What follows belongs to an exercise in optimizing a design on an open flow for small area, a short achievable clock period and few clock cycles; a production flow would make more cautious choices. Where RTL was checked, it was by simulation tests only, not by an equivalence proof against the original. Only the layout flow was run in runs 1 to 3; the RTL was not checked for function there. Power figures rest on the tool's default switching activity, not on a simulated workload.

==> flow/design.v <==
module pfx_add #(parameter W = 16) (input [W-1:0] a, input [W-1:0] b, output [W-1:0] s);
  reg [W-1:0] g, p;
  integer l, i, k;
  always @* begin
    g = a & b;
    p = a ^ b;
    for (l = 1; l < W; l = l * 2)
      for (i = 0; i < W; i = i + 1)
        if (i & l) begin
          k = (i & ~(l - 1)) - 1;
          g[i] = g[i] | (p[i] & g[k]);
          p[i] = p[i] & p[k];
        end
  end
  assign s = (a ^ b) ^ {g[W-2:0], 1'b0};
endmodule
module potato_cpu(input clk, input rst_n, input [7:0] start_pc,
      input [15:0] mem_rdata,
      output [7:0] mem_addr, output mem_we, output [15:0] mem_wdata,
      output halted, output [15:0] out);
  reg [127:0] R;         
  reg [15:0] ir;         
  reg        im;         
  reg [15:0] opa;        
  reg [15:0] opb;        
  reg [7:0]  ea;         
  reg        eok;        
  reg        iv;         
  reg        fv;         
  reg [7:0]  nf;         
  reg [7:0]  lf;         
  reg        rf;         
  reg        ldp;        
  reg [2:0]  ldr;        
  reg [15:0] outr;       
  wire is_halt  = ir[15] & ir[14] & ir[13];           
  wire is_ldr   = ~ir[15];                            
  wire is_str   = ir[15] & ~ir[14] & ~ir[13];         
  wire is_alu   = ir[15] & ~ir[14] & ir[13];          
  wire is_mov   = ir[15] & ir[14] & ~ir[13];          
  wire is_movim = is_mov & ir[12];
  wire is_cmp   = is_alu & ~ir[12] & ir[11];
  wire is_add   = is_alu & ~ir[12] & ~ir[11];
  wire is_and   = is_alu & ir[12] & ~ir[11];
  wire is_mvn   = is_alu & ir[12] & ir[11];
  wire halt    = iv & is_halt;
  wire ready   = iv & ~ldp;
  wire stall   = ready & im & ~eok;
  wire exec    = ready & ~stall;
  wire use_ea  = ready & im & eok;
  wire load_ir = ~ldp & ~halt & ~stall;
  wire [15:0] sum;
  pfx_add #(16) add16(.a(opa), .b(opb), .s(sum));
  wire [15:0] lres = is_and ? (opa & opb) : (is_mvn ? ~opb : opb);
  wire        rsum = is_add | is_ldr;                 
  wire [15:0] res  = rsum ? sum : lres;
  wire        wr_alu = exec & ((is_alu & ~is_cmp) | (is_mov & ~ir[12]));
  wire        wr_erl = ldp | (exec & is_movim);       
  wire        wen    = wr_alu | wr_erl;
  wire [2:0]  wa     = ldp ? ldr : (is_movim ? ir[10:8] : ir[7:5]);
  wire [15:0] wde    = ldp ? mem_rdata : {{8{ir[7]}}, ir[7:0]};
  wire        wsum   = wr_alu & is_add;               
  wire [15:0] wdo    = wr_alu ? lres : wde;           
  wire [15:0] wd     = wsum ? sum : wdo;
  genvar gi;
  generate for (gi = 0; gi < 8; gi = gi + 1) begin : rfw
    always @(posedge clk) if (wen && wa == gi) R[16*gi +: 16] <= wd;
  end endgenerate
  wire out_en = exec & ((is_alu & ~is_cmp) | (is_mov & ~ir[12]) | im);
  always @(posedge clk) if (out_en) outr <= res;
  wire [15:0] d   = mem_rdata;
  wire        d_ldr = ~d[15];
  wire        d_str = d[15] & ~d[14] & ~d[13];
  wire        d_sh  = d[15] & (d[14] ^ d[13]);        
  wire [2:0]  nra = d[10:8];
  wire [2:0]  nrb = d_str ? d[7:5] : d[2:0];
  reg  [15:0] ra, rb;
  always @* begin
    case (nra)
      3'd0: ra = R[15:0];     3'd1: ra = R[31:16];
      3'd2: ra = R[47:32];    3'd3: ra = R[63:48];
      3'd4: ra = R[79:64];    3'd5: ra = R[95:80];
      3'd6: ra = R[111:96];   default: ra = R[127:112];
    endcase
    case (nrb)
      3'd0: rb = R[15:0];     3'd1: rb = R[31:16];
      3'd2: rb = R[47:32];    3'd3: rb = R[63:48];
      3'd4: rb = R[79:64];    3'd5: rb = R[95:80];
      3'd6: rb = R[111:96];   default: rb = R[127:112];
    endcase
  end
  wire fwa = wen & (wa == nra);
  wire fwb = wen & (wa == nrb);
  wire [2:0]  irb  = is_str ? ir[7:5] : ir[2:0];
  wire        kla  = ldp & (ldr == ir[10:8]);
  wire        klb  = ldp & (ldr == irb) & ~is_ldr;
  wire [1:0]  amt  = load_ir ? (d[4:3] & {2{d_sh}}) : (ir[4:3] & {2{is_mov | is_alu}});
  wire        s_n  = amt == 2'b00;
  wire        s_l  = amt == 2'b01;
  wire        s_r  = amt[1];
  wire        s_a  = amt[0];
  function [15:0] shf(input [15:0] x, input n, input l, input r, input ar);
    shf = ({16{n}} & x) | ({16{l}} & {x[14:0], 1'b0}) | ({16{r}} & {ar & x[15], x[15:1]});
  endfunction
  wire        bsum = load_ir & fwb & wsum & ~d_ldr;   
  wire [15:0] bx   = load_ir ? (fwb ? wdo : rb) : d;
  wire [15:0] opb_o = (load_ir & d_ldr) ? {{11{d[4]}}, d[4:0]} :
                      (load_ir | klb) ? shf(bx, s_n, s_l, s_r, s_a) : opb;
  wire [15:0] opb_n = bsum ? shf(sum, s_n, s_l, s_r, s_a) : opb_o;
  wire        asum = load_ir & fwa & wsum;
  wire [15:0] ka   = kla ? d : opa;
  wire [15:0] opa_o = load_ir ? (fwa ? wdo : ra) : ka;
  wire [15:0] opa_n = asum ? sum : opa_o;
  wire [7:0]  eab = (wr_erl & (wa == nra)) ? wde[7:0] : ra[7:0];
  wire [7:0]  ea_l, ea_k;
  pfx_add #(8) add8l(.a(eab), .b({{3{d[4]}}, d[4:0]}), .s(ea_l));
  pfx_add #(8) add8k(.a(ka[7:0]), .b({{3{ir[4]}}, ir[4:0]}), .s(ea_k));
  wire hazard  = use_ea & is_str & fv & (ea == lf);
  wire refetch = rf | (stall & fv);
  assign mem_addr  = ~rst_n ? start_pc : (use_ea ? ea : (refetch ? lf : nf));
  assign mem_we    = use_ea & is_str;
  assign mem_wdata = opb;
  always @(posedge clk) begin
    if (~rst_n) begin
      nf  <= start_pc + 8'd1;
      lf  <= start_pc;
      rf  <= 1'b0;
      fv  <= 1'b1;
      iv  <= 1'b0;
      ldp <= 1'b0;
    end else begin
      if (~use_ea & ~refetch) begin
        lf <= nf;
        nf <= nf + 8'd1;
      end
      rf  <= hazard;
      fv  <= ~use_ea;
      ldp <= use_ea & is_ldr;
      if (load_ir) iv <= fv & ~hazard;
    end
    ldr <= ir[7:5];
    if (load_ir) begin
      ir <= d;
      im <= d_ldr | d_str;
    end
    opa <= opa_n;
    opb <= opb_n;
    ea  <= load_ir ? ea_l : ea_k;
    eok <= ~(load_ir & wr_alu & (wa == nra));
  end
  assign halted = halt;
  assign out = outr;
endmodule
==> flow/run.sh <==
#!/bin/bash
# synth_recipe.tcl (not shown) runs the flow's synth.tcl, then flattens the netlist and writes it again
# the make line also repeats each setting of config.mk as NAME=value (left out here)
make -C /OpenROAD-flow-scripts/flow DESIGN_CONFIG=/design/flow/config.mk WORK_HOME=/design/flow/orfs CLKGATE_MAP_FILE= SYNTH_SCRIPT=/design/flow/synth_recipe.tcl finish
==> flow/config.mk <==
export PLATFORM = sky130hd
export DESIGN_NAME = potato_cpu
export DESIGN_NICKNAME = potato_cpu
export VERILOG_FILES = /design/flow/design.v
export SDC_FILE = /design/flow/constraint.sdc
export NUM_CORES = 4
export LEC_CHECK = 0
export CAP_MARGIN = 20
export CORE_MARGIN = 2
export CORE_UTILIZATION = 55
export SETUP_SLACK_MARGIN = 2.2
export SLEW_MARGIN = 20
==> flow/constraint.sdc <==
create_clock -name core_clock -period 5.5 [get_ports {clk}]
set_input_delay 1.1000 -clock core_clock [delete_from_list [all_inputs] [get_ports {clk}]]
set_output_delay 1.1000 -clock core_clock [all_outputs]
set_load 0.01 [all_outputs]
==> results of run 1 <==
## through the flow
stage	instances	instance area, um^2	setup slack, ns	hold slack, ns	total power (W)
floorplan	1427	14770	1.649	0.3619	0.003333
global placement	1777	15680	0.7961	0.3886	0.003921
detailed placement	1777	15680	0.7537	0.3833	0.003940
CTS	1874	17490	1.740	0.4003	0.005739
global route	1920	18280	1.542	0.4206	0.006178
finish	1920	18280	1.623	0.4012	0.005953
## Yosys cell counts, drive strengths merged (5+ instances only)
library cell,count
xor2,12
a211oi,30
fa,10
a22o,15
and3,6
a21oi,89
nand2b,18
buf,34
nor2b,28
a221oi,23
nor3,19
o21a,6
mux4,13
nand4,9
a211o,5
o31ai,9
a22oi,20
nor3b,12
nand3,33
nor4,5
nor2,109
o221ai,11
dfxtp,24
inv,26
or3,7
a222oi,5
o21ai,94
a21o,30
mux2i,76
edfxtp,201
nand2,152
o211ai,21
ha,29
or2,5
xnor2,34
clkbuf,73
a31oi,21
o22ai,8
mux2,34
## logic make-up (layout without fill, tap and decap cells)
kind of cell | Yosys count | in the layout
buf+inv | 134 | 290
flops | 225 | 225
compound gates | 435 | 436
simple gates | 425 | 425
fa+ha+maj | 39 | 39
xor+xnor | 46 | 46
mux | 123 | 124
## repair_timing
item | in CTS | in global routing
setup endpoints to repair | 139 | 117
gates cloned | 6 | 4
hold endpoints to repair | 0 | 0
gates resized for setup | 158 | 94
pin swaps | 32 | 57
setup buffers | 50 | 41
## worst max-delay path, stage by stage, from the launching register on
cell	delay [ns]
edfxtp_1	0.42
and4b_4	0.40
buf_4	0.14
mux2i_4	0.24
nand2_1	0.13
xor2_2	0.20
nor4_4	0.24
buf_6	0.18
nor2_4	0.05
a21oi_2	0.14
ha_2	0.20
inv_2	0.04
fa_2	0.33
inv_2	0.08
a21o_1	0.12
a21o_1	0.14
a21o_1	0.13
a21oi_2	0.06
o21bai_1	0.18
xnor2_1	0.15
xnor2_1	0.14
o21ai_1	0.07
## path summary, 6_finish.rpt
path / start / to / depth (start not counted)
hold reg to reg: ir[7] / ldr[2] / 0
setup / recovery: ir[13] / ea[7] / 21
hold / removal: ir[7] / ldr[2] / 0
setup reg to reg: ir[13] / ea[7] / 21
## where the power goes
part / total (W) / internal, W / switching (W)
Sequential: 0.00219 / 0.00208 / 0.000114
Clock: 0.00168 / 0.000973 / 0.000708
Combinational: 0.00208 / 0.000864 / 0.00121
Total: 0.00595 / 0.00392 / 0.00203
## metal layers
layer / routed length [um] / track usage, % / vias to the layer above
li1: - / - / 5743
met1: 20280 / 48.93 / 6311
met2: 23450 / 55.84 / 838
met3: 5158 / 6.363 / 168
met4: 2735 / 15.77 / 0
met5: 0 / 0 / -
## state kept, by name, indices dropped and copies added, names as in the netlist
signal / count
R: 128
ir: 16
opa: 16
opb: 16
outr: 16
ea: 8
lf: 8
nf: 8
ldr: 3
eok: 1
fv: 1
im: 1
iv: 1
ldp: 1
rf: 1
## area by class of cell
type / instances / area (um^2)
Multi-Input combinational cell: 1070 / 8307
Fill cell: 1909 / 7636
Sequential cell: 225 / 6521
Timing Repair Buffer: 222 / 2116
Clock buffer: 26 / 629.4
Tap cell: 335 / 419.2
Clock inverter: 15 / 177.7
Inverter: 27 / 105.1
==> summary.txt, run 1 <==
hold-fix buffers at CTS=0; Mapped Area=14430 um^2; Crit. End Element=register; Hold Crit Class=register to register; Slew @ Worst Pin=1.082 ns; DRC errors left=0; post-synth top area share=41.82%; io pins=68; Hold Fails Final Rpt=0; Clock Root Buffer=clkbuf_16; ratio of cells with drive above 1 in the final layout=25.49%; core footprint=25910 um^2; Die Area=27550 um^2; ANT nets after route=0; Worst EP arrival=4.28 ns; f_max=257.9 MHz; DIE WIDTH=166.0 um; # diodes=0; clk_skew=0.01804 ns; TNS Setup=0 ns; CTS Buf Count=25; XOR/XNOR share of the synthesized area=2.792%; first-pass GRT wire length=75.55 mm; Pwr Density=325.7 nW/um^2; Max-slew headroom=27.10%; Yosys reg bits=225; CP Class=register to register; ranking of synthesized cells by area=edfxtp_1 42%, mux2i_1 5.1%, nand2_1 4.0%; Initial Util=55.70%; mux contribution to synthesized area=10.11%; worst-path fanout max=5; Reg2Reg Setup Slack=1.62 ns; Synth Area in Simple Gates=13.93%; most common cell after layout, fill and taps aside=edfxtp_1; DRT Pass-1 Iters=6; setup violators final=0; row cnt=59; leading cell types in the layout, fill and taps excluded=201 x edfxtp_1, 147 x nand2_1, 114 x buf_4, 104 x nor2_1, 78 x a21oi_1; DRT iter0 DRCs=2018; fin nets=1636; most used flip-flop cell after synthesis=edfxtp_1; Post-Syn Area per Cell=10.11 um^2; status=finished clean; VDD IR max=285.8 uV; Min Clock Period, post-route=3.877 ns; final wirelength=51.62 mm; die height=166.0 um; port bufs=67; max_cap viols=0; syn_nets=1492; routability cong.=1.005; CTS sink cnt=225; CTS clk-pin slew, worst paths=0.06 ns; post-detail-place hpwl=35.16 mm; latest clock arrival within the worst-skew pair=0.53 ns; sequential share of the synthesized area=45.15%; asr flop ratio synth=0%; yosys synthesis warning count=3; initial antenna violation count=0; H-tree lvl count=1; Synth-to-Final Area Change=26.62%; largest family of logic cells by synthesized area=compound AO/OA/AOI/OAI gates; Pleak=6.806 nW; CTS tree=yes; Slew Limit Fails=0; number of global-route vias before repair=12240; area leader, netlist=edfxtp_1; largest net degree at the start of global routing=67; Util after Layout=70.53%; gr ovfl total=0; Clock Tree Buf Depth=3; CP startpoint kind=register; Post-synth EDFFs=201; detailed-route via count=13060; RSZ-0062 raised after global routing=true; Synth cell types=80; Compound-Gate Fraction of Synth Area=20.29%; post-synthesis adder-cell area fraction=3.901%; Required @ worst endpoint=5.91 ns; DR WL/cell=26.89 um; Post-Syn Instances=1427; Tcrit/Tclk final=70.50%; gr usage total=35.64%; number of vias per cell=6.802
==> run 2, diff against run 1 <==
--- a/flow/config.mk
+++ b/flow/config.mk
@@ -8,5 +8,5 @@
 export CAP_MARGIN = 20
 export CORE_MARGIN = 2
 export CORE_UTILIZATION = 55
-export SETUP_SLACK_MARGIN = 2.2
+export SETUP_SLACK_MARGIN = 1.5
 export SLEW_MARGIN = 20
==> run 2 against run 1 <==
Clock skew rose by 0.014 ns. Combinational power shrank 13%. Synthesized cell count is the same. Flip-flop and latch count is the same. Critical path depth fell by 11. Critical endpoint is now opb[3]. Clock-buffer cell count unchanged. Total power down 6.6%. Still clean. Critical path type is now input pin to register. Largest cell class unchanged. Design area down 8.4%. Die area is the same. Global-route usage decreased by 1.3 points. Final cell count shrank 4.2%.
==> summary.txt, run 2 <==
routability cong.=0.9578 (was 1.005); Die Area=27550 um^2 (unchanged); VDD IR max=305.9 uV (was 285.8 uV); Initial Util=55.70% (unchanged); port bufs=67 (unchanged); H-tree lvl count=1 (unchanged); CTS tree=yes (unchanged); max_cap viols=0 (unchanged); DIE WIDTH=166.0 um (unchanged); DR WL/cell=26.33 um (was 26.89 um); io pins=68 (unchanged); Crit. End Element=register (unchanged); sw power=0.001946 W (was 0.002034 W); slowest CP cell=clkdlybuf4s50_1 (was edfxtp_1); first-pass GRT wire length=72.62 mm (was 75.55 mm); Pwr Density=332.3 nW/um^2 (was 325.7 nW/um^2); ranking of synthesized cells by area=edfxtp_1 42%, mux2i_1 5.1%, nand2_1 4.0% (unchanged); Clock Tree Buf Depth=3 (unchanged); largest stage delay on the critical path=0.47 ns (was 0.42 ns); final worst setup slack=1.499 ns (was 1.623 ns); Yosys reg bits=225 (unchanged); detailed-route via count=12500 (was 13060); max reg flops=128 (unchanged); Synth-to-Final Area Change=15.94% (was 26.62%); Min Clock Period, post-route=4.001 ns (was 3.877 ns); DRC errors left=0 (unchanged); ratio of cells with drive above 1 in the final layout=14.88% (was 25.49%); most used flip-flop cell after synthesis=edfxtp_1 (unchanged); CP Class=input pin to register (was register to register); row cnt=59 (unchanged); latest clock arrival within the worst-skew pair=0.56 ns (was 0.53 ns); fin nets=1552 (was 1636); Hold Fails Final Rpt=0 (unchanged); pre-CTS setup slack=0.7443 ns (was 0.7537 ns); share of power burned in registers=39.5% (was 36.9%); largest net degree at the start of global routing=43 (was 67); Post-synth EDFFs=201 (unchanged); leading cell types in the layout, fill and taps excluded=201 x edfxtp_1, 151 x nand2_1, 109 x nor2_1, 87 x a21oi_1, 84 x o21ai_0 (was 201 x edfxtp_1, 147 x nand2_1, 114 x buf_4, 104 x nor2_1, 78 x a21oi_1); RSZ-0062 raised after global routing=true (unchanged); core footprint=25910 um^2 (unchanged); number of vias per cell=6.794 (was 6.802); initial antenna violation count=0 (unchanged); Hold Crit Class=register to register (unchanged); TNS Setup=0 ns (unchanged); Pleak=6.130 nW (was 6.806 nW); fillers=2074 (was 1909); clk_skew=0.03178 ns (was 0.01804 ns); Clock Root Buffer=clkbuf_16 (unchanged); sequential share of the synthesized area=45.15% (unchanged); ANT nets after route=0 (unchanged); hold slack=0.4110 ns (was 0.4012 ns); Tcrit/Tclk final=72.75% (was 70.50%); yosys synthesis warning count=3 (unchanged); Reg2Reg Setup Slack=1.57 ns (was 1.62 ns); gr usage total=34.29% (was 35.64%); syn_nets=1492 (unchanged); CTS clk-pin slew, worst paths=0.07 ns (was 0.06 ns); asr flop ratio synth=0% (unchanged); most frequent cells after synthesis=201 x edfxtp_1, 152 x nand2_1, 109 x nor2_1 (unchanged); post-synth top area share=41.82% (unchanged); die height=166.0 um (unchanged); Post-Syn Instances=1427 (unchanged); Post-Syn Area per Cell=10.11 um^2 (unchanged); Max-slew headroom=24.29% (was 27.10%); Required @ worst endpoint=5.80 ns (was 5.91 ns); Util after Layout=64.58% (was 70.53%); f_max=249.9 MHz (was 257.9 MHz); Slew @ Worst Pin=1.124 ns (was 1.082 ns); DRT iter0 DRCs=1531 (was 2018); Slew Limit Fails=0 (unchanged); CP startpoint kind=input pin (was register); Worst EP arrival=4.30 ns (was 4.28 ns); status=finished clean (unchanged); number of global-route vias before repair=11860 (was 12240); CTS sink cnt=225 (unchanged); # diodes=0 (unchanged); Synth cell types=80 (unchanged); most instantiated library cell after synthesis=edfxtp_1 (unchanged); post-detail-place hpwl=34.01 mm (was 35.16 mm); Most flops, register=R (unchanged); Comb pwr share=32.3% (was 34.9%); CP cell instances=clkdlybuf4s50_1 > or3b_4 > buf_12 > mux2_4 > a222oi_1 > a31oi_2 > mux2_4 > mux4_2 > a211oi_2 > o22ai_1 (was and4b_4 > buf_4 > mux2i_4 > nand2_1 > xor2_2 > nor4_4 > buf_6 > nor2_4 > a21oi_2 > ha_2 > inv_2 > fa_2 > inv_2 > a21o_1 > a21o_1 > a21o_1 > a21oi_2 > o21bai_1 > xnor2_1 > xnor2_1 > o21ai_1); setup violators final=0 (unchanged); most common cell after layout, fill and taps aside=edfxtp_1 (unchanged); final wirelength=48.46 mm (was 51.62 mm); CTS Buf Count=25 (unchanged); area leader, netlist=edfxtp_1 (unchanged); worst-path fanout max=12 (was 5); DRT Pass-1 Iters=6 (unchanged); Mapped Area=14430 um^2 (unchanged); Internal=0.003615 W (was 0.003918 W); crit-path most repeated cell=mux2_4 (was a21o_1); gr ovfl total=0 (unchanged); switch share=35.00% (was 34.18%); clock share of power=28.2% (was 28.3%)
-- run 2: cell counts after synthesis --
Identical to the previous run, type by type.
-- run 2: final cells by class --
type | instances | area (um^2) | share of cell area (%)
Tap cell | 335 | 419.2 | 2.505
Multi-Input combinational cell | 1068 | 7636 | 45.63
Inverter | 27 | 101.3 | 0.6057
Clock buffer | 26 | 629.4 | 3.761
Timing Repair Buffer | 140 | 1309 | 7.821
Sequential cell | 225 | 6520 | 38.96
Clock inverter | 19 | 118.9 | 0.7103
-- run 2: path summary, 6_finish.rpt --
kind / endpoint / start / cells after the start
worst min register to register: ldr[2] / ir[7] / 0
worst max register to register: ea[7] / ir[13] / 17
worst max-delay path: opb[3] / mem_rdata[15] / 10
worst min-delay path: ldr[2] / ir[7] / 0
-- run 2: worst max-delay path: cells and delay by family --
family          cells  cell delay (ns)
mux                 3             1.17
compound gates      4             0.95
buf+inv             2             0.64
simple gates        1             0.42
-- run 2: kinds of logic (layout without fill, tap and decap cells) --
family	count (synthesis)	in the layout	share of synthesized area (%)
flops	225	225	45.15
simple gates	425	425	13.93
fa+ha+maj	39	39	3.901
mux	123	123	10.11
buf+inv	134	212	3.832
xor+xnor	46	46	2.792
compound gates	435	435	20.29
-- run 2: what timing repair did --
action / in CTS / in global routing
gates cloned: 0 / 2
endpoints found under the setup margin: 20 / 42
buffers inserted: 7 / 9
gates resized for setup: 19 / 54
pin swaps: 1 / 10
hold buffers: 0 / 0
-- run 2: power groups by stage --
stage / logic [W] / clock network, W / registers (W)
CTS: 0.00171 / 0.00157 / 0.00220
global route: 0.00194 / 0.00164 / 0.00221
finish: 0.00180 / 0.00157 / 0.00220
detailed placement: 0.00169 / 0 / 0.00224
floorplan: 0.00108 / 0 / 0.00222
global placement: 0.00167 / 0 / 0.00223
-- run 2: through the flow --
step,cells,total power [W],area (um^2)
CTS,1828,0.005476,16370
detailed placement,1776,0.003923,15510
global placement,1776,0.003905,15510
floorplan,1427,0.003300,14470
finish,1840,0.005561,16730
global route,1840,0.005794,16730
-- run 2: layer usage --
layer / track usage [%] / share of wire (%) / vias up
met1: 46.52 / 40 / 6032
li1: - / - / 5554
met4: 15.95 / 4.9 / 0
met3: 6.363 / 10 / 144
met5: 0 / 0 / -
met2: 53.76 / 45 / 771
==> run 3, diff against run 2 <==
==> flow/flow/run.sh (new file) <==
#!/bin/bash
# Own layout flow: the standard ORFS flow, with the I/O port buffers made
# from plain buffers (sky130_fd_sc_hd__buf_2) instead of delay cells, and the
# resizer free to change a cell's footprint. Everything else is standard.
set -euo pipefail
cd "$(dirname "$0")/.."
bash standard.sh MATCH_CELL_FOOTPRINT=0 "BUFFER_PORTS_ARGS=-buffer_cell sky130_fd_sc_hd__buf_2" finish > flow_make.log 2>&1
==> flow/standard.sh (new file) <==
#!/bin/bash
# synth_recipe.tcl (not shown) runs the flow's synth.tcl, then flattens the netlist and writes it again
# the make line also repeats each setting of config.mk as NAME=value (left out here)
make -C /OpenROAD-flow-scripts/flow DESIGN_CONFIG=/design/flow/config.mk WORK_HOME=/design/flow/orfs CLKGATE_MAP_FILE= SYNTH_SCRIPT=/design/flow/synth_recipe.tcl "${@:-finish}"
removed: flow/run.sh
==> run 3 against run 2 <==
Design area decreased by 3.2%. Via count decreased by 1.4%. Clock skew fell by 0.0027 ns. Total power increased by 0.46%. Die area unchanged. Global-route usage is 0.25 points lower. Critical path type unchanged. Largest cell class unchanged. Largest power group unchanged.
==> summary.txt, run 3 <==
port bufs=67 (unchanged); sequential share of the synthesized area=45.15% (unchanged); Die Area=27550 um^2 (unchanged); number of global-route vias before repair=11520 (was 11860); yosys synthesis warning count=3 (unchanged); most common cell after layout, fill and taps aside=edfxtp_1 (unchanged); Post-Syn Area per Cell=10.11 um^2 (unchanged); CP Class=input pin to register (unchanged); CTS sink cnt=225 (unchanged); latest clock arrival within the worst-skew pair=0.54 ns (was 0.56 ns); hold-fix buffers at CTS=0 (unchanged); VDD IR max=323.5 uV (was 305.9 uV); most used flip-flop cell after synthesis=edfxtp_1 (unchanged); gr usage total=34.04% (was 34.29%); M1 GR Usage=48.81% (was 46.52%); asr flop ratio synth=0% (unchanged); worst-path fanout max=18 (was 12); status=finished clean (unchanged); initial antenna violation count=1 (was 0); ANT nets after route=0 (unchanged); largest net degree at the start of global routing=44 (was 43); post-synth top area share=41.82% (unchanged); CTS tree=yes (unchanged); Slew Limit Fails=0 (unchanged); DRT Pass-1 Iters=6 (unchanged); syn_nets=1492 (unchanged); Tcrit/Tclk final=71.82% (was 72.75%); die height=166.0 um (unchanged); Min Clock Period, post-route=3.950 ns (was 4.001 ns); Required @ worst endpoint=5.74 ns (was 5.80 ns); Crit. End Element=register (unchanged); largest stage delay on the critical path=0.58 ns (was 0.47 ns); Synth-to-Final Area Change=12.24% (was 15.94%); total power=0.005587 W (was 0.005561 W); Pleak=6.027 nW (was 6.130 nW); Clock Tree Buf Depth=3 (unchanged); final wirelength=47.98 mm (was 48.46 mm); CTS clk-pin slew, worst paths=0.06 ns (was 0.07 ns); f_max=253.2 MHz (was 249.9 MHz); Worst EP arrival=4.19 ns (was 4.30 ns); Register Area=6518 um^2 (was 6520 um^2); Post-Syn Instances=1427 (unchanged); Post-synth EDFFs=201 (unchanged); footprint of the multi-input gates=7546 um^2 (was 7636 um^2); CTS Buf Count=25 (unchanged); Hold Fails Final Rpt=0 (unchanged); area leader, netlist=edfxtp_1 (unchanged); post-detail-place hpwl=33.86 mm (was 34.01 mm); global-route met2 utilization=54.43% (was 53.76%); row cnt=59 (unchanged); most frequent cells after synthesis=201 x edfxtp_1, 152 x nand2_1, 109 x nor2_1 (unchanged); Synth cell types=80 (unchanged); DR WL/cell=26.29 um (was 26.33 um); fillers=2120 (was 2074); CP startpoint kind=input pin (unchanged); Most Crowded Layer GR=met2 (unchanged); Slew @ Worst Pin=1.138 ns (was 1.124 ns); gr ovfl total=0 (unchanged); Mapped Area=14430 um^2 (unchanged); Clock Root Buffer=clkbuf_16 (unchanged); hold slack=0.4128 ns (was 0.4110 ns); routability cong.=0.9802 (was 0.9578); core footprint=25910 um^2 (unchanged); final cell count without fillers=1825 (was 1840); setup violators final=0 (unchanged); most instantiated library cell after synthesis=edfxtp_1 (unchanged); DRC errors left=0 (unchanged); H-tree lvl count=1 (unchanged); Max-slew headroom=23.30% (was 24.29%); TNS Setup=0 ns (unchanged); placed insts=1767 (was 1776); number of vias per cell=6.757 (was 6.794); Yosys reg bits=225 (unchanged); # diodes=0 (unchanged); GR met3 Demand/Resource=4.171% (was 6.363%); max reg flops=128 (unchanged); CP cell instances=buf_2 > buf_4 > nor3b_2 > mux2_2 > a221oi_1 > nor3_1 > nor3_1 > mux2_2 > mux2i_1 > o21ai_0 > a32oi_1 (was clkdlybuf4s50_1 > or3b_4 > buf_12 > mux2_4 > a222oi_1 > a31oi_2 > mux2_4 > mux4_2 > a211oi_2 > o22ai_1); max_cap viols=0 (unchanged); Hold Crit Class=register to register (unchanged); RSZ-0062 raised after global routing=true (unchanged); io pins=68 (unchanged); Initial Util=55.70% (unchanged); detailed-route via count=12330 (was 12500); clk_skew=0.02910 ns (was 0.03178 ns); leading cell types in the layout, fill and taps excluded=201 x edfxtp_1, 152 x nand2_1, 109 x nor2_1, 88 x a21oi_1, 87 x o21ai_0 (was 201 x edfxtp_1, 151 x nand2_1, 109 x nor2_1, 87 x a21oi_1, 84 x o21ai_0); first-pass GRT wire length=72.39 mm (was 72.62 mm); ratio of cells with drive above 1 in the final layout=17.52% (was 14.88%); DRT iter0 DRCs=1911 (was 1531); slowest CP cell=nor3b_2 (was clkdlybuf4s50_1); Pwr Density=344.9 nW/um^2 (was 332.3 nW/um^2); ranking of synthesized cells by area=edfxtp_1 42%, mux2i_1 5.1%, nand2_1 4.0% (unchanged); Most flops, register=R (unchanged); DIE WIDTH=166.0 um (unchanged); fin nets=1537 (was 1552)
==> run 3: cell counts after synthesis <==
No cell type changed its count.
==> run 3: worst paths after layout <==
check / end / slack (ns) / depth (start not counted) / from
max: opb[9] / 1.55 / 11 / mem_rdata[15]
min: ldr[1] / 0.41 / 0 / ir[6]
max reg2reg: ea[7] / 1.56 / 20 / ir[13]
min reg2reg: ldr[1] / 0.41 / 0 / ir[6]
==> run 3: kinds of logic after synthesis <==
kind of cell	Yosys count	synth area share, %
AND/OR/NAND/NOR	425	13.93
buffers and inverters	134	3.832
multiplexers	123	10.11
XOR/XNOR	46	2.792
adder cells (fa/ha/maj)	39	3.901
flip-flops	225	45.15
AO/OA/AOI/OAI	435	20.29
==> run 3: routing by layer <==
layer  wire length, um  vias up
met5                 0        -
met4              1524        0
met3              4231      114
met2             22050      724
met1             20170     5955
li1                  -     5539
==> run 3: layout make-up <==
type / count / share of cell area (%)
Inverter: 27 / 0.6411
Clock inverter: 18 / 1.189
Sequential cell: 225 / 40.23
Multi-Input combinational cell: 1068 / 46.58
Clock buffer: 27 / 3.908
Timing Repair Buffer: 125 / 4.858
Tap cell: 335 / 2.587
==> run 3: worst max-delay path: cells and delay by family <==
kind	cells	cell delay [ns]
and+or+nand+nor	3	1.01
AOI/OAI and AO/OA	3	0.93
muxes	3	0.80
buffers and inverters	2	0.35
==> run 3: what timing repair did <==
action	in CTS	in global routing
cloned	0	0
setup buffers	7	4
resized for setup	7	31
pin swaps	1	3
endpoints found under the setup margin	14	30
==> run 3: report_power, final <==
group | internal (W) | switching (W) | leakage [nW]
clock network | 0.000982 | 0.000707 | 0.396
logic | 0.000621 | 0.00109 | 3.52
registers | 0.00208 | 0.000110 | 2.11
total | 0.00368 | 0.00190 | 6.03
==> run 3: stage by stage <==
step | utilization (%) | instance area (um^2) | worst slack [ns]
after floorplan | - | 14460 | 1.502
after global placement | 58.35 | 15120 | 0.4970
after detailed placement | 58.35 | 15120 | 0.4720
after CTS | 61.82 | 16020 | 1.507
after global routing | 62.52 | 16200 | 1.347
final | 62.52 | 16200 | 1.550
==> run 4, diff against run 3 <==
==> flow/design.v (replaced) <==
module potato_cpu(input clk, input rst_n, input [7:0] start_pc,
      input [15:0] mem_rdata,
      output [7:0] mem_addr, output mem_we, output [15:0] mem_wdata,
      output halted, output [15:0] out);
  reg [15:0] R [0:7];    
  reg [15:0] ir;         
  reg        iv;         
  reg        fv;         
  reg [7:0]  pc;         
  reg        rf;         
  reg        ldp;        
  reg [2:0]  ldr;        
  reg [15:0] outr;       
  wire is_halt  = ir[15] & ir[14] & ir[13];           
  wire is_ldr   = ~ir[15];                            
  wire is_str   = ir[15] & ~ir[14] & ~ir[13];         
  wire is_alu   = ir[15] & ~ir[14] & ir[13];          
  wire is_mov   = ir[15] & ir[14] & ~ir[13];          
  wire is_movim = is_mov & ir[12];
  wire is_cmp   = is_alu & ~ir[12] & ir[11];
  wire halt  = iv & is_halt;
  wire exec  = iv & ~ldp;
  wire memop = exec & (is_ldr | is_str);
  wire [15:0] a  = R[ir[10:8]];
  wire [15:0] b  = R[is_str ? ir[7:5] : ir[2:0]];
  reg  [15:0] bs;
  always @* begin
    case (ir[4:3])
      2'b00: bs = b;
      2'b01: bs = {b[14:0], 1'b0};
      2'b10: bs = {1'b0, b[15:1]};
      default: bs = {b[15], b[15:1]};
    endcase
  end
  wire [15:0] sximm5 = {{11{ir[4]}}, ir[4:0]};
  wire [15:0] sximm8 = {{8{ir[7]}}, ir[7:0]};
  wire [15:0] sum = a + (is_ldr ? sximm5 : bs);
  wire [7:0]  ea  = a[7:0] + sximm5[7:0];
  reg [15:0] res;
  always @* begin
    if (is_ldr) res = sum;
    else if (is_str) res = b;
    else if (~ir[13]) res = bs;             
    else case (ir[12:11])
      2'b00: res = sum;                     
      2'b10: res = a & bs;                  
      default: res = ~bs;                   
    endcase
  end
  wire        wr_ex = exec & ((is_alu & ~is_cmp) | is_mov);
  wire        wen   = ldp | wr_ex;
  wire [2:0]  wa    = ldp ? ldr : (is_movim ? ir[10:8] : ir[7:5]);
  wire [15:0] wd    = ldp ? mem_rdata : (is_movim ? sximm8 : res);
  always @(posedge clk) if (wen) R[wa] <= wd;
  wire out_en = exec & ((is_alu & ~is_cmp) | (is_mov & ~ir[12]) | is_ldr | is_str);
  always @(posedge clk) if (out_en) outr <= res;
  wire [7:0] fa = pc + {7'd0, ~rf};
  assign mem_addr  = ~rst_n ? start_pc : (memop ? ea : fa);
  assign mem_we    = exec & is_str;
  assign mem_wdata = b;
  wire hazard = exec & is_str & fv & (ea == pc);
  always @(posedge clk) begin
    if (~rst_n) begin
      pc  <= start_pc;
      rf  <= 1'b0;
      fv  <= 1'b1;
      iv  <= 1'b0;
      ldp <= 1'b0;
    end else begin
      if (~memop) begin
        pc <= fa;
        rf <= 1'b0;
      end else if (hazard) begin
        rf <= 1'b1;
      end
      fv  <= ~memop;
      ldp <= exec & is_ldr;
      if (~ldp & ~halt) iv <= fv & ~hazard;
    end
    ldr <= ir[7:5];
    if (~ldp & ~halt) ir <= mem_rdata;
  end
  assign halted = halt;
  assign out = outr;
endmodule
==> flow/run.sh (new file) <==
#!/bin/bash
# synth_recipe.tcl (not shown) runs the flow's synth.tcl, then flattens the netlist and writes it again
# the make line also repeats each setting of config.mk as NAME=value (left out here)
make -C /OpenROAD-flow-scripts/flow DESIGN_CONFIG=/design/flow/config.mk WORK_HOME=/design/flow/orfs CLKGATE_MAP_FILE= SYNTH_SCRIPT=/design/flow/synth_recipe.tcl finish
--- a/flow/config.mk
+++ b/flow/config.mk
@@ -7,6 +7,5 @@
 export LEC_CHECK = 0
 export CAP_MARGIN = 20
 export CORE_MARGIN = 2
-export CORE_UTILIZATION = 55
-export SETUP_SLACK_MARGIN = 1.5
+export CORE_UTILIZATION = 40
 export SLEW_MARGIN = 20
removed: flow/flow/run.sh
removed: flow/standard.sh
==> run 4 against run 3 <==
Critical path type is now register to register. Critical endpoint is now R[7][15]. Setup slack worse by 1.5 ns. Sequential power is 19% lower. Non-clock buffer count is 48 higher. Still clean. Sequential share of layout area is 1.1 points lower.
==> summary.txt, run 4 <==
largest net degree at the start of global routing=43 (was 44); # diodes=0 (unchanged); asr flop ratio synth=0% (unchanged); syn_nets=945 (was 1492); number of vias per cell=5.932 (was 6.757); Mapped Area=10790 um^2 (was 14430 um^2); most instantiated library cell after synthesis=edfxtp_1 (unchanged); Pleak=5.010 nW (was 6.027 nW); slowest CP cell=a221o_2 (was nor3b_2); Hold Crit Class=register to register (unchanged); R2R depth=20 (unchanged); first-pass GRT wire length=48.21 mm (was 72.39 mm); initial antenna violation count=0 (was 1); final wirelength=32.30 mm (was 47.98 mm); most frequent cells after synthesis=168 x edfxtp_1, 85 x nand2_1, 76 x mux2i_1 (was 201 x edfxtp_1, 152 x nand2_1, 109 x nor2_1); routability cong.=0.9371 (was 0.9802); CTS clk-pin slew, worst paths=0.09 ns (was 0.06 ns); Worst EP arrival=5.56 ns (was 4.19 ns); final cell count without fillers=1382 (was 1825); CTS Buf Count=17 (was 25); DR WL met3=2.188 mm (was 4.231 mm); Min Clock Period, post-route=5.404 ns (was 3.950 ns); H-tree lvl count=4 (was 1); placed insts=1339 (was 1767); leading cell types in the layout, fill and taps excluded=168 x edfxtp_1, 98 x buf_4, 84 x nand2_1, 67 x clkdlybuf4s50_1, 63 x mux2i_1 (was 201 x edfxtp_1, 152 x nand2_1, 109 x nor2_1, 88 x a21oi_1, 87 x o21ai_0); hold-fix buffers at CTS=0 (unchanged); crit path capture=R[7][15] (was opb[9]); largest stage delay on the critical path=0.44 ns (was 0.58 ns); ranking of synthesized cells by area=edfxtp_1 47%, mux4_2 9.6%, mux2i_1 7.0% (was edfxtp_1 42%, mux2i_1 5.1%, nand2_1 4.0%); number of global-route vias before repair=7996 (was 11520); highest routed layer=met4 (unchanged); CP cell instances=or3b_4 > a21oi_4 > buf_12 > buf_12 > mux2i_1 > mux2i_4 > mux2i_4 > o22ai_2 > mux2_2 > ha_1 > a211oi_2 > o21bai_2 > or4_4 > a221o_1 > buf_4 > a31oi_4 > o21ai_1 > o2111a_1 > a311o_1 > a221o_2 (was buf_2 > buf_4 > nor3b_2 > mux2_2 > a221oi_1 > nor3_1 > nor3_1 > mux2_2 > mux2i_1 > o21ai_0 > a32oi_1); CTS tree=yes (unchanged); clk_skew=0.02112 ns (was 0.02910 ns); DRC errors left=0 (unchanged); M1 WL=13.92 mm (was 20.17 mm); die height=168.3 um (was 166.0 um); io pins=68 (unchanged); gr usage total=22.66% (was 34.04%); VDD IR max=231.9 uV (was 323.5 uV); area leader, netlist=edfxtp_1 (unchanged); Clock Tree Buf Depth=2 (was 3); worst-path fanout max=10 (was 18); yosys synthesis warning count=1 (was 3); most used flip-flop cell after synthesis=edfxtp_1 (unchanged); DR WL/cell=23.37 um (was 26.29 um); f_max=185.1 MHz (was 253.2 MHz); setup violators final=0 (unchanged); Tcrit/Tclk final=98.25% (was 71.82%); Hold Fails Final Rpt=0 (unchanged); CTS sink cnt=178 (was 225); CP startpoint kind=register (was input pin); placed cell areas=12430 um^2 (was 15120 um^2); CP Class=register to register (was input pin to register); max reg flops=128 (unchanged); Clock Root Buffer=clkbuf_16 (unchanged); DRT Pass-1 Iters=5 (was 6); Yosys reg bits=178 (was 225); Synth cell types=68 (was 80); Synth-to-Final Area Change=24.19% (was 12.24%); RR Startpoint=ir[14] (was ir[13]); Required @ worst endpoint=5.66 ns (was 5.74 ns); core footprint=26730 um^2 (was 25910 um^2); row cnt=60 (was 59); Initial Util=40.38% (was 55.70%); DRT iter0 DRCs=1057 (was 1911); Reg-to-Reg End=R[7][15] (was ea[7]); status=finished clean (unchanged); worst setup path startpoint=ir[14] (was mem_rdata[15]); gr ovfl total=0 (unchanged); sequential share of the synthesized area=48.60% (was 45.15%); fin area=13400 um^2 (was 16200 um^2); Slew @ Worst Pin=1.041 ns (was 1.138 ns); Most flops, register=R (unchanged); Post-Syn Instances=889 (was 1427); post-detail-place hpwl=23.06 mm (was 33.86 mm); Crit. End Element=register (unchanged); fin nets=1084 (was 1537); max_cap viols=0 (unchanged); Post-synth EDFFs=168 (was 201); Post-Syn Area per Cell=12.14 um^2 (was 10.11 um^2); Max-slew headroom=30.57% (was 23.30%); ANT nets after route=0 (unchanged); Reg2Reg Setup Slack=0.1 ns (was 1.56 ns); Pwr Density=366.7 nW/um^2 (was 344.9 nW/um^2); detailed-route via count=8198 (was 12330); latest clock arrival within the worst-skew pair=0.44 ns (was 0.54 ns); registers with the most flip-flops=R: 128 flops, ir: 16 flops, outr: 16 flops; most common cell after layout, fill and taps aside=edfxtp_1 (unchanged); post-synth top area share=46.75% (was 41.82%); DIE WIDTH=168.3 um (was 166.0 um); ratio of cells with drive above 1 in the final layout=25.94% (was 17.52%); met2 WL post-DR=15.57 mm (was 22.05 mm); RSZ-0062 raised after global routing=true (unchanged); Slew Limit Fails=0 (unchanged); port bufs=67 (unchanged); Die Area=28310 um^2 (was 27550 um^2)
[run 4: through the flow]
step / TNS [ns] / hold slack [ns] / utilization (%) / setup WS (ns) / total power [W]
after CTS: 0 / 0.4794 / 49.14 / 0.004868 / 0.004816
after global routing: -2.354 / 0.5044 / 50.15 / -0.1045 / 0.005131
after floorplan: 0 / 0.3427 / - / 0.01992 / 0.002843
final: 0 / 0.4764 / 50.15 / 0.09638 / 0.004914
after detailed placement: -1.489 / 0.4584 / 46.51 / -0.1535 / 0.003529
after global placement: -0.1833 / 0.4495 / 46.51 / -0.02300 / 0.003519
[run 4: critical path: cells and delay by family (launching register included)]
family / cells / cell delay [ns]
compound gates: 10 / 2.25
mux: 4 / 0.91
simple gates: 2 / 0.85
buf+inv: 3 / 0.46
flops: 1 / 0.40
fa+ha+maj: 1 / 0.23
[run 4: power by group]
group	switching (W)	leakage (nW)	internal, W	total [W]
sequential	0.0000528	1.64	0.00172	0.00177
clock	0.000648	0.301	0.000628	0.00128
combinational	0.00102	3.07	0.000848	0.00187
total	0.00172	5.01	0.00319	0.00491
[run 4: cell families (layout without fill, tap and decap cells)]
kind of cell | after synthesis | after routing | synth area share [%]
buffers and inverters | 89 | 241 | 3.513
XOR/XNOR | 33 | 33 | 2.678
AO/OA/AOI/OAI | 190 | 190 | 12.17
flip-flops | 178 | 178 | 48.60
multiplexers | 155 | 155 | 20.13
AND/OR/NAND/NOR | 214 | 214 | 9.287
adder cells (fa/ha/maj) | 30 | 30 | 3.617
[run 4: worst min path at each step]
| stage | startpoint | endpoint | cells past startpoint |
|---|---|---|---|
| after floorplan | ir[7] | ldr[2] | 0 |
| after global placement | rf | rf | 1 |
| after detailed placement | rf | rf | 1 |
| after CTS | rf | rf | 1 |
| after global routing | rf | rf | 1 |
| final | rf | rf | 1 |
[run 4: layout make-up]
cell class	count	area [um^2]
Clock inverter	15	201.4
Clock buffer	17	425.4
Sequential cell	178	5249
Timing Repair Buffer	173	1539
Fill cell	2301	13320
Inverter	36	135.1
Tap cell	341	426.7
Multi-Input combinational cell	622	5425
[run 4: repair_timing]
item,CTS,global route
pin swaps,2,21
endpoints found under the setup margin,32,75
buffers inserted,1,9
cloned,1,0
resized for setup,6,42
[run 4: metal layers]
layer  vias to the layer above  track usage (%)
met5                         -                0
met2                       350            38.06
met3                        54            3.244
met4                         0            5.585
met1                      4072            31.11
li1                       3722                -
Testbench counts of run 4, summed over its fixed seeds: cycles 17,718.

==> afterwards: timing with drivers on the ports <==
In the flow no input, the clock included, has a driving cell. The finished layouts below were timed again as built, in two steps. Step 1, drivers: a clkbuf_16 drives clk and a buf_2 each remaining input, both assumed. Step 2, shift: input delay + t, output delay - t, t = (earliest + latest rising clock arrival at the registers) / 2. This alone moves slack from input paths to output paths. Three values: no drivers, after step 1, after step 2; two values: the first two.
| run | t (ns) | setup WS [ns] | worst hold slack (ns) | pins driven straight from the clock port |
|---|---|---|---|---|
| run 1 | 0.573 | 1.623 / 1.623 / 1.150 | 0.401 / 0.401 / 0.401 | 1 |
| run 2 | 0.592 | 1.499 / 1.525 / 0.933 | 0.411 / 0.411 / 0.411 | 1 |
| run 3 | 0.576 | 1.550 / 1.554 / 1.001 | 0.413 / 0.413 / 0.413 | 1 |
| run 4 | 0.482 | 0.096 / 0.096 / 0.096 | 0.476 / 0.476 / 0.476 | 1 |
After both steps setup and hold are still met in every run listed. The setup slack of run 2, which loses most, moves by +0.026 ns with the drivers and by -0.566 ns with both steps.
